This is an optimization exercise on Yosys and OpenROAD, whose aim is small area, a short achievable clock period and few clock cycles per item, not a production implementation.
RTL that was checked went through simulation tests only; none was proved equivalent to the original.

Design multi, start of the top module:
module multi #(parameter N = 32) (a,b,clk,out,load,done);
  input [N-1:0] a,b;
  input clk,load;
  output [2*N-1:0] out;
  output done;
  reg [144:0] r;
  reg dn;
  wire neg0 = b[1];
  wire one0_0, two0_0, ng0_0;
  benc ue0_0 (b[1], b[0], 1'b0, one0_0, two0_0, ng0_0);
  wire one0_1, two0_1, ng0_1;
  benc ue0_1 (b[1], b[0], 1'b0, one0_1, two0_1, ng0_1);
  wire neg1 = b[3];
  wire one1_0, two1_0, ng1_0;
  benc ue1_0 (b[3], b[2], b[1], one1_0, two1_0, ng1_0);
  wire one1_1, two1_1, ng1_1;
  benc ue1_1 (b[3], b[2], b[1], one1_1, two1_1, ng1_1);
  wire neg2 = b[5];
  wire one2_0, two2_0, ng2_0;
  benc ue2_0 (b[5], b[4], b[3], one2_0, two2_0, ng2_0);
  wire one2_1, two2_1, ng2_1;
  benc ue2_1 (b[5], b[4], b[3], one2_1, two2_1, ng2_1);
  wire neg3 = b[7];
  wire one3_0, two3_0, ng3_0;
  benc ue3_0 (b[7], b[6], b[5], one3_0, two3_0, ng3_0);
  wire one3_1, two3_1, ng3_1;
  benc ue3_1 (b[7], b[6], b[5], one3_1, two3_1, ng3_1);
  ...
Size in the first run: ~150 flip-flops, about 130 I/O pins, ~0.029 mm2 of cells after synthesis.
clock: 4.0 ns
lec_check: 0
abc_area: 1
cap_margin: 20
core_margin: 2
core_utilization: 50
setup_slack_margin: 0.15
slew_margin: 20
synth_hierarchical: 1
run.sh (not shown) runs the stock make flow with config.mk's settings and CLKGATE_MAP_FILE= SYNTH_SCRIPT=/design/flow/synth_recipe.tcl, a recipe that flattens the netlist after the stock synthesis.
Testbench counts at the start, summed over its fixed seeds: cycles 2,048, items 2,048.
Edit:
==> flow/flow/run.sh (new file) <==
#!/bin/bash
# The standard layout (standard.sh, every step from synthesis to finish) with two changes:
# - the buffers that ORFS's buffer_ports puts on every input and output port are
#   sky130_fd_sc_hd__buf_2 instead of the tool's default choice, a slow delay cell
#   (clkdlybuf4s50_1) that adds about 0.4 ns to the port paths;
# - after global routing, ORFS's power recovery (repair_timing -recover_power) downsizes
#   gates on paths that have slack to spare.
set -euo pipefail
export BUFFER_PORTS_ARGS="-buffer_cell sky130_fd_sc_hd__buf_2"
export RECOVER_POWER=100
bash standard.sh > standard.log 2>&1
==> flow/standard.sh (new file) <==
#!/bin/bash
# synth_recipe.tcl (not shown) runs the flow's synth.tcl, then flattens the netlist and writes it again
# the make line also repeats each setting of config.mk as NAME=value (left out here)
make -C /OpenROAD-flow-scripts/flow DESIGN_CONFIG=/design/flow/config.mk WORK_HOME=/design/flow/orfs CLKGATE_MAP_FILE= SYNTH_SCRIPT=/design/flow/synth_recipe.tcl "${@:-finish}"
SETUP_SLACK_MARGIN = 0.1   (was 0.15)
removed: flow/run.sh
After rerunning:
- The changed run finished with max-capacitance violations, max-slew violations left
- worst hold slack gains 0.27 ns
- synthesized cell count is unchanged
Edit:
==> flow/flow/run.sh (replaced) <==
#!/bin/bash
# The standard layout (standard.sh, every step from synthesis to finish) with one change:
# the buffers that ORFS's buffer_ports puts on every input and output port are
# sky130_fd_sc_hd__buf_2 instead of the tool's default choice, a slow delay cell
# (clkdlybuf4s50_1) that adds about 0.4 ns to the port paths.
set -euo pipefail
export BUFFER_PORTS_ARGS="-buffer_cell sky130_fd_sc_hd__buf_2"
bash standard.sh > standard.log 2>&1
What happened:
- This time the run finished clean
- cell area came out higher by 0.55%
- via count is about the same
- global-route usage stays the same
- clock-buffer cell count stays the same
- synthesized area does not change

* * *

== old ==
Another version of the RTL of multi (not shown whole).
Size: ~3600 cells after synthesis, about 180 flip-flops, roughly 31000 µm² of cells after synthesis.
## multi
module multi #(parameter N = 32) (a,b,clk,out,load,done);
  input [N-1:0] a,b;
  input clk,load;
  output [2*N-1:0] out;
  output done;
  reg [180:0] r;
  reg dn;
  wire neg0 = b[1];
  wire one0_0, two0_0, ng0_0;
  benc ue0_0 (b[1], b[0], 1'b0, one0_0, two0_0, ng0_0);
  wire one0_1, two0_1, ng0_1;
  benc ue0_1 (b[1], b[0], 1'b0, one0_1, two0_1, ng0_1);
  wire neg1 = b[3];
  wire one1_0, two1_0, ng1_0;
  benc ue1_0 (b[3], b[2], b[1], one1_0, two1_0, ng1_0);
  wire one1_1, two1_1, ng1_1;
  benc ue1_1 (b[3], b[2], b[1], one1_1, two1_1, ng1_1);
  wire neg2 = b[5];
  wire one2_0, two2_0, ng2_0;
  benc ue2_0 (b[5], b[4], b[3], one2_0, two2_0, ng2_0);
  wire one2_1, two2_1, ng2_1;
  benc ue2_1 (b[5], b[4], b[3], one2_1, two2_1, ng2_1);
  wire neg3 = b[7];
  wire one3_0, two3_0, ng3_0;
  benc ue3_0 (b[7], b[6], b[5], one3_0, two3_0, ng3_0);
  wire one3_1, two3_1, ng3_1;
  benc ue3_1 (b[7], b[6], b[5], one3_1, two3_1, ng3_1);
  wire neg4 = b[9];
  wire one4_0, two4_0, ng4_0;
  benc ue4_0 (b[9], b[8], b[7], one4_0, two4_0, ng4_0);
  wire one4_1, two4_1, ng4_1;
  benc ue4_1 (b[9], b[8], b[7], one4_1, two4_1, ng4_1);
  wire neg5 = b[11];
  wire one5_0, two5_0, ng5_0;
  benc ue5_0 (b[11], b[10], b[9], one5_0, two5_0, ng5_0);
  wire one5_1, two5_1, ng5_1;
  benc ue5_1 (b[11], b[10], b[9], one5_1, two5_1, ng5_1);
  ...
make LEC_CHECK=0 ABC_AREA=1 CAP_MARGIN=20 CORE_MARGIN=2 CORE_UTILIZATION=45 SLEW_MARGIN=20 SYNTH_HIERARCHICAL=1 finish   # period 4.0 ns
Stock flow here: none of the scripts above is used.
old -> stages 100% | layout checks FAIL | setup timing
## Diff of input files: new against old
# old
export LEC_CHECK = 0
export ABC_AREA = 1
export CAP_MARGIN = 20
export CORE_MARGIN = 2
export CORE_UTILIZATION = 45
export SLEW_MARGIN = 20
export SYNTH_HIERARCHICAL = 1
create_clock -name core_clock -period 4.0 [get_ports {clk}]
# new
export LEC_CHECK = 0
export ABC_AREA = 1
export CAP_MARGIN = 20
export CORE_MARGIN = 2
export CORE_UTILIZATION = 50
export SLEW_MARGIN = 20
export SYNTH_HIERARCHICAL = 1
create_clock -name core_clock -period 4.0 [get_ports {clk}]
[summary]
Status new: flow complete, layout not clean - setup timing. Between new and old, the number of port buffers does not differ in any meaningful way. Per-cell via count in the routed design, old and new: lower on old. [compare] base=old new=new: fraction of final layout cells sized beyond drive strength 1 picked up an extra 1.4 points, met2 global-route usage picked up an extra 7.6 points. Looking at worst setup slack across old and new, the one that comes out lower is old. Delta (new minus old): critical path depth shrank by 3. When new is set beside old, its routed wire length turns out to be 5.4% larger. new: synthesis-to-finish area growth higher than old.
No functional check of the RTL was part of any run of this note.

* * *

Setup of JK:
Another version of the RTL of multi (not shown whole).
Size in the first run: ~3200 cells after synthesis, ~130 I/O pins, roughly 0.028 mm² of cells after synthesis.
Design multi, start of the top module:
module multi #(parameter N = 32) (a,b,clk,out,load,done);
  input [N-1:0] a,b;
  input clk,load;
  output [2*N-1:0] out;
  output done;
  reg [144:0] r;
  reg dn;
  wire neg0 = b[1];
  wire one0_0, two0_0, ng0_0;
  benc ue0_0 (b[1], b[0], 1'b0, one0_0, two0_0, ng0_0);
  wire neg1 = b[3];
  wire one1_0, two1_0, ng1_0;
  benc ue1_0 (b[3], b[2], b[1], one1_0, two1_0, ng1_0);
  wire neg2 = b[5];
  wire one2_0, two2_0, ng2_0;
  benc ue2_0 (b[5], b[4], b[3], one2_0, two2_0, ng2_0);
  wire neg3 = b[7];
  wire one3_0, two3_0, ng3_0;
  benc ue3_0 (b[7], b[6], b[5], one3_0, two3_0, ng3_0);
  wire neg4 = b[9];
  wire one4_0, two4_0, ng4_0;
  benc ue4_0 (b[9], b[8], b[7], one4_0, two4_0, ng4_0);
  wire neg5 = b[11];
  wire one5_0, two5_0, ng5_0;
  benc ue5_0 (b[11], b[10], b[9], one5_0, two5_0, ng5_0);
  wire neg6 = b[13];
  wire one6_0, two6_0, ng6_0;
  benc ue6_0 (b[13], b[12], b[11], one6_0, two6_0, ng6_0);
  wire neg7 = b[15];
  wire one7_0, two7_0, ng7_0;
  benc ue7_0 (b[15], b[14], b[13], one7_0, two7_0, ng7_0);
  wire neg8 = b[17];
  wire one8_0, two8_0, ng8_0;
  benc ue8_0 (b[17], b[16], b[15], one8_0, two8_0, ng8_0);
  wire neg9 = b[19];
  wire one9_0, two9_0, ng9_0;
  benc ue9_0 (b[19], b[18], b[17], one9_0, two9_0, ng9_0);
  wire neg10 = b[21];
  wire one10_0, two10_0, ng10_0;
  benc ue10_0 (b[21], b[20], b[19], one10_0, two10_0, ng10_0);
  wire neg11 = b[23];
  wire one11_0, two11_0, ng11_0;
  benc ue11_0 (b[23], b[22], b[21], one11_0, two11_0, ng11_0);
  wire neg12 = b[25];
  wire one12_0, two12_0, ng12_0;
  benc ue12_0 (b[25], b[24], b[23], one12_0, two12_0, ng12_0);
  wire neg13 = b[27];
  wire one13_0, two13_0, ng13_0;
  benc ue13_0 (b[27], b[26], b[25], one13_0, two13_0, ng13_0);
  wire neg14 = b[29];
  wire one14_0, two14_0, ng14_0;
  benc ue14_0 (b[29], b[28], b[27], one14_0, two14_0, ng14_0);
  wire neg15 = b[31];
  wire one15_0, two15_0, ng15_0;
  benc ue15_0 (b[31], b[30], b[29], one15_0, two15_0, ng15_0);
  wire [31:0] na0;
  ainv #(32) ui0 (a, na0);
  ...
clock: 4.0 ns
lec_check: 0
abc_area: 1
cap_margin: 20
core_margin: 2
core_utilization: 50
setup_slack_margin: 0.1
slew_margin: 20
synth_hierarchical: 1
standard.sh (not shown) runs the stock make flow with config.mk's settings and CLKGATE_MAP_FILE= SYNTH_SCRIPT=/design/flow/synth_recipe.tcl, a recipe that flattens the netlist after the stock synthesis.
==> flow/flow/run.sh <==
#!/bin/bash
# The standard layout (standard.sh, every step from synthesis to finish) with one change:
# the buffers that ORFS's buffer_ports puts on every input and output port are
# sky130_fd_sc_hd__buf_2 instead of the tool's default choice, a slow delay cell
# (clkdlybuf4s50_1) that adds about 0.4 ns to the port paths.
set -euo pipefail
export BUFFER_PORTS_ARGS="-buffer_cell sky130_fd_sc_hd__buf_2"
bash standard.sh > standard.log 2>&1
JK: all stages complete, timing, DRC and antenna checks passed
Testbench counts of JK, summed over its fixed seeds: cycles 2,048, items 2,048.
The following lists how MS was set up differently from JK:
==> flow/run.sh (new file) <==
#!/bin/bash
# synth_recipe.tcl (not shown) runs the flow's synth.tcl, then flattens the netlist and writes it again
# the make line also repeats each setting of config.mk as NAME=value (left out here)
make -C /OpenROAD-flow-scripts/flow DESIGN_CONFIG=/design/flow/config.mk WORK_HOME=/design/flow/orfs CLKGATE_MAP_FILE= SYNTH_SCRIPT=/design/flow/synth_recipe.tcl finish
removed: flow/flow/run.sh
removed: flow/standard.sh
==> comparison <==
- Uppermost layer routed: met4 -> JK, met5 -> MS
- Initial cell density of the core: JK vs MS identical
- Summary — wire length, MS relative to JK: higher, by 7500 µm.
- Cmp MS vs JK: pin slew with the least headroom to its limit lower in MS
- MS vs. JK: core utilization picked up an extra 5.7 points.

* * *

multi, a different RTL version from the one above (not shown whole).
Size in the first run: ~140 flip-flops, roughly 130 I/O pins, roughly 31000 um2 of cells after synthesis.
Settings: LEC_CHECK=0, ABC_AREA=1, CAP_MARGIN=20, CORE_MARGIN=2, CORE_UTILIZATION=65, SLEW_MARGIN=20, SYNTH_HIERARCHICAL=1; clock period 4.0 ns.
run.sh (not shown) runs the stock make flow with config.mk's settings and CLKGATE_MAP_FILE= SYNTH_SCRIPT=/design/flow/synth_recipe.tcl, a recipe that flattens the netlist after the stock synthesis.
Stock flow here: none of the scripts above is used.
The first run stopped in global routing (5_1_grt).
==> next run, changes <==
Settings changed: CORE_UTILIZATION 65 to 50.
After rerunning: With this change the flow reached the layout checks and failed them: negative setup slack. Synthesized area is unchanged. Synthesized cell count is unchanged.
No functional check of the RTL was part of any run of this note.

* * *

Another version of the RTL of multi (not shown whole).
Size in the first run: about 150 flip-flops, about 130 I/O pins.
make LEC_CHECK=0 ABC_AREA=1 CAP_MARGIN=20 CORE_MARGIN=2 CORE_UTILIZATION=50 SETUP_SLACK_MARGIN=0.1 SLEW_MARGIN=20 SYNTH_HIERARCHICAL=1 finish   # period 4.0 ns
The first run went through all stages and came out clean.
Testbench counts at the start, summed over its fixed seeds: cycles 2,048, items 2,048.
Next try:
- CORE_UTILIZATION: 50 -> 57
- The new run finished clean
- sequential share of layout area goes down by 0.19 points
- global-route usage rises by 6.5 points
- worst setup slack got worse by 60 ps
- synthesized cell count is unchanged
- critical path depth came out higher by 4
Next try:
==> flow/flow/run.sh (new file) <==
#!/bin/bash
# The standard layout (standard.sh, every step from synthesis to finish) with one change:
# the buffers that ORFS's buffer_ports puts on every input and output port are
# sky130_fd_sc_hd__buf_2 instead of the tool's default choice, a slow delay cell
# (clkdlybuf4s50_1) that adds about 0.4 ns to the port paths.
set -euo pipefail
export BUFFER_PORTS_ARGS="-buffer_cell sky130_fd_sc_hd__buf_2"
bash standard.sh > standard.log 2>&1
==> flow/standard.sh (new file) <==
#!/bin/bash
# synth_recipe.tcl (not shown) runs the flow's synth.tcl, then flattens the netlist and writes it again
# the make line also repeats each setting of config.mk as NAME=value (left out here)
make -C /OpenROAD-flow-scripts/flow DESIGN_CONFIG=/design/flow/config.mk WORK_HOME=/design/flow/orfs CLKGATE_MAP_FILE= SYNTH_SCRIPT=/design/flow/synth_recipe.tcl "${@:-finish}"
- CORE_UTILIZATION: 57 -> 50
removed: flow/run.sh
Result:
- via count drops by a few percent
- global-route usage drops by 7.5 points
Next try:
==> flow/run.sh (new file) <==
#!/bin/bash
# synth_recipe.tcl (not shown) runs the flow's synth.tcl, then flattens the netlist and writes it again
# the make line also repeats each setting of config.mk as NAME=value (left out here)
make -C /OpenROAD-flow-scripts/flow DESIGN_CONFIG=/design/flow/config.mk WORK_HOME=/design/flow/orfs CLKGATE_MAP_FILE= SYNTH_SCRIPT=/design/flow/synth_recipe.tcl finish
- ABC_AREA: 1 -> 0
removed: flow/flow/run.sh
removed: flow/standard.sh
With this change the flow completed, yet does not pass: setup timing. Hold slack is better by 74 ps. Cell area went up by 6.3%. Worst setup slack degrades by 940 ps. Wire length rises by about 2.5%. Die area drops by 6.3%.

* * *

garnet:
multi, a different RTL version from the one above (not shown whole).
Size in the first run: ~3600 cells after synthesis, about 150 flip-flops.
// multi
module multi #(parameter N = 32) (a,b,clk,out,load,done);
  input [N-1:0] a,b;
  input clk,load;
  output [2*N-1:0] out;
  output done;
  reg [152:0] r;
  reg dn;
  wire neg0 = b[1];
  wire one0_0, two0_0, ng0_0;
  benc ue0_0 (b[1], b[0], 1'b0, one0_0, two0_0, ng0_0);
  wire one0_1, two0_1, ng0_1;
  benc ue0_1 (b[1], b[0], 1'b0, one0_1, two0_1, ng0_1);
  wire neg1 = b[3];
  wire one1_0, two1_0, ng1_0;
  benc ue1_0 (b[3], b[2], b[1], one1_0, two1_0, ng1_0);
  wire one1_1, two1_1, ng1_1;
  benc ue1_1 (b[3], b[2], b[1], one1_1, two1_1, ng1_1);
  wire neg2 = b[5];
  wire one2_0, two2_0, ng2_0;
  benc ue2_0 (b[5], b[4], b[3], one2_0, two2_0, ng2_0);
  wire one2_1, two2_1, ng2_1;
  benc ue2_1 (b[5], b[4], b[3], one2_1, two2_1, ng2_1);
  wire neg3 = b[7];
  wire one3_0, two3_0, ng3_0;
  benc ue3_0 (b[7], b[6], b[5], one3_0, two3_0, ng3_0);
  wire one3_1, two3_1, ng3_1;
  benc ue3_1 (b[7], b[6], b[5], one3_1, two3_1, ng3_1);
  wire neg4 = b[9];
  wire one4_0, two4_0, ng4_0;
  benc ue4_0 (b[9], b[8], b[7], one4_0, two4_0, ng4_0);
  wire one4_1, two4_1, ng4_1;
  benc ue4_1 (b[9], b[8], b[7], one4_1, two4_1, ng4_1);
  wire neg5 = b[11];
  wire one5_0, two5_0, ng5_0;
  benc ue5_0 (b[11], b[10], b[9], one5_0, two5_0, ng5_0);
  wire one5_1, two5_1, ng5_1;
  benc ue5_1 (b[11], b[10], b[9], one5_1, two5_1, ng5_1);
  wire neg6 = b[13];
  wire one6_0, two6_0, ng6_0;
  benc ue6_0 (b[13], b[12], b[11], one6_0, two6_0, ng6_0);
  wire one6_1, two6_1, ng6_1;
  benc ue6_1 (b[13], b[12], b[11], one6_1, two6_1, ng6_1);
  wire neg7 = b[15];
  wire one7_0, two7_0, ng7_0;
  benc ue7_0 (b[15], b[14], b[13], one7_0, two7_0, ng7_0);
  wire one7_1, two7_1, ng7_1;
  benc ue7_1 (b[15], b[14], b[13], one7_1, two7_1, ng7_1);
  wire neg8 = b[17];
  wire one8_0, two8_0, ng8_0;
  benc ue8_0 (b[17], b[16], b[15], one8_0, two8_0, ng8_0);
  wire one8_1, two8_1, ng8_1;
  benc ue8_1 (b[17], b[16], b[15], one8_1, two8_1, ng8_1);
  wire neg9 = b[19];
  wire one9_0, two9_0, ng9_0;
  benc ue9_0 (b[19], b[18], b[17], one9_0, two9_0, ng9_0);
  wire one9_1, two9_1, ng9_1;
  benc ue9_1 (b[19], b[18], b[17], one9_1, two9_1, ng9_1);
  ...
Settings: LEC_CHECK=0, ABC_AREA=1, CAP_MARGIN=5, CORE_MARGIN=2, CORE_UTILIZATION=50, SETUP_SLACK_MARGIN=0.1, SLEW_MARGIN=5, SYNTH_HIERARCHICAL=1; clock period 4.0 ns.
Stock flow here: none of the scripts above is used.
Testbench counts of garnet, summed over its fixed seeds: cycles 2,048, items 2,048.
The following lists how maple was set up differently from garnet:
- CAP_MARGIN now 20, was 5
- SLEW_MARGIN now 20, was 5
Notes after the runs:
maple ran to completion and came out clean on the timing, design-rule and antenna checks. From maple to garnet, sum of buffers and inverters on the critical path did not move at all. garnet -> maple: relative area change from synthesis to final layout delta 0, exact match. Reported for maple and garnet, count of pins over their slew limit turned out identical to the last digit.
What quartz does differently from maple at the input level:
- SETUP_SLACK_MARGIN: 0.1 -> 0.05
Notes after the runs:
Looking at highest signal layer in the routed design, the met5 result is from maple; the met4 one comes from quartz. Clock-buffer cell count | quartz below maple. A origin of the worst setup path of a[20] is what quartz shows, while a[27] belongs to maple. Comparing quartz with maple, the sequential share of layout area came out essentially unchanged. The number of DRC markers after the initial detailed-route iteration reported for quartz is greater than that of maple by 1.0%.

[static timing again, ports no longer ideal]
The results above use ideal ports. As a check the final layouts listed here were re-extracted and re-timed, cells and wires unchanged.
Step 1 (the two cells are an assumption about what drives the block):
set clk [get_ports {clk}]
set_driving_cell -lib_cell sky130_fd_sc_hd__clkbuf_16 $clk
set_driving_cell -lib_cell sky130_fd_sc_hd__buf_2 [delete_from_list [all_inputs] $clk]
Step 2 times the ports against the registers' clock, not the clock port: input delays grow and output delays shrink by t, the midpoint of the rising clock arrivals with the driver on.
Slacks: ideal ports / drivers / drivers and shift; pairs: ideal ports / drivers.
run | t (ns) | slack for setup (ns) | worst hold slack (ns) | worst setup path at the end | worst slew at a driven data input, ns
the first run of note 1 | 0.492 | 0.097 / 0.120 / -0.373 | 0.811 / 0.790 / 1.282 | input to register | 0.17
the second run of note 1 | 0.491 | 0.068 / 0.095 / -0.397 | 1.080 / 1.047 / 1.265 | input to register | 0.11
the third run of note 1 | 0.491 | 0.101 / 0.121 / -0.370 | 0.808 / 0.787 / 1.234 | input to register | 0.11
old | 0.516 | -0.019 / -0.081 / -0.449 | 0.839 / 0.810 / 1.325 | input to register | 0.05
new | 0.518 | -0.010 / 0.012 / -0.506 | 0.810 / 0.790 / 1.309 | input to register | 0.08
JK | 0.534 | 0.116 / 0.149 / -0.382 | 0.795 / 0.768 / 1.242 | input to register | 0.08
MS | 0.542 | 0.081 / 0.062 / -0.448 | 0.784 / 0.754 / 1.296 | input to register | 0.07
the second run of note 4 | 0.489 | -0.272 / -0.265 / -0.754 | 0.926 / 0.893 / 1.382 | input to register | 0.07
the first run of note 5 | 0.515 | 0.108 / 0.108 / -0.374 | 0.754 / 0.728 / 1.243 | input to register | 0.05
the second run of note 5 | 0.543 | 0.049 / -0.015 / -0.423 | 0.854 / 0.823 / 1.366 | input to register | 0.05
the third run of note 5 | 0.492 | 0.080 / 0.113 / -0.380 | 0.794 / 0.769 / 1.261 | input to register | 0.09
the fourth run of note 5 | 0.510 | -0.861 / -0.916 / -0.486 | 0.868 / 0.846 / 1.356 | input to register | 0.14
garnet | 0.500 | 0.071 / 0.028 / -0.472 | 0.896 / 0.877 / 1.377 | input to register | 0.13
maple | 0.500 | 0.071 / 0.028 / -0.472 | 0.896 / 0.877 / 1.377 | input to register | 0.13
quartz | 0.494 | 0.067 / 0.054 / -0.440 | 0.825 / 0.803 / 1.298 | input to register | 0.07
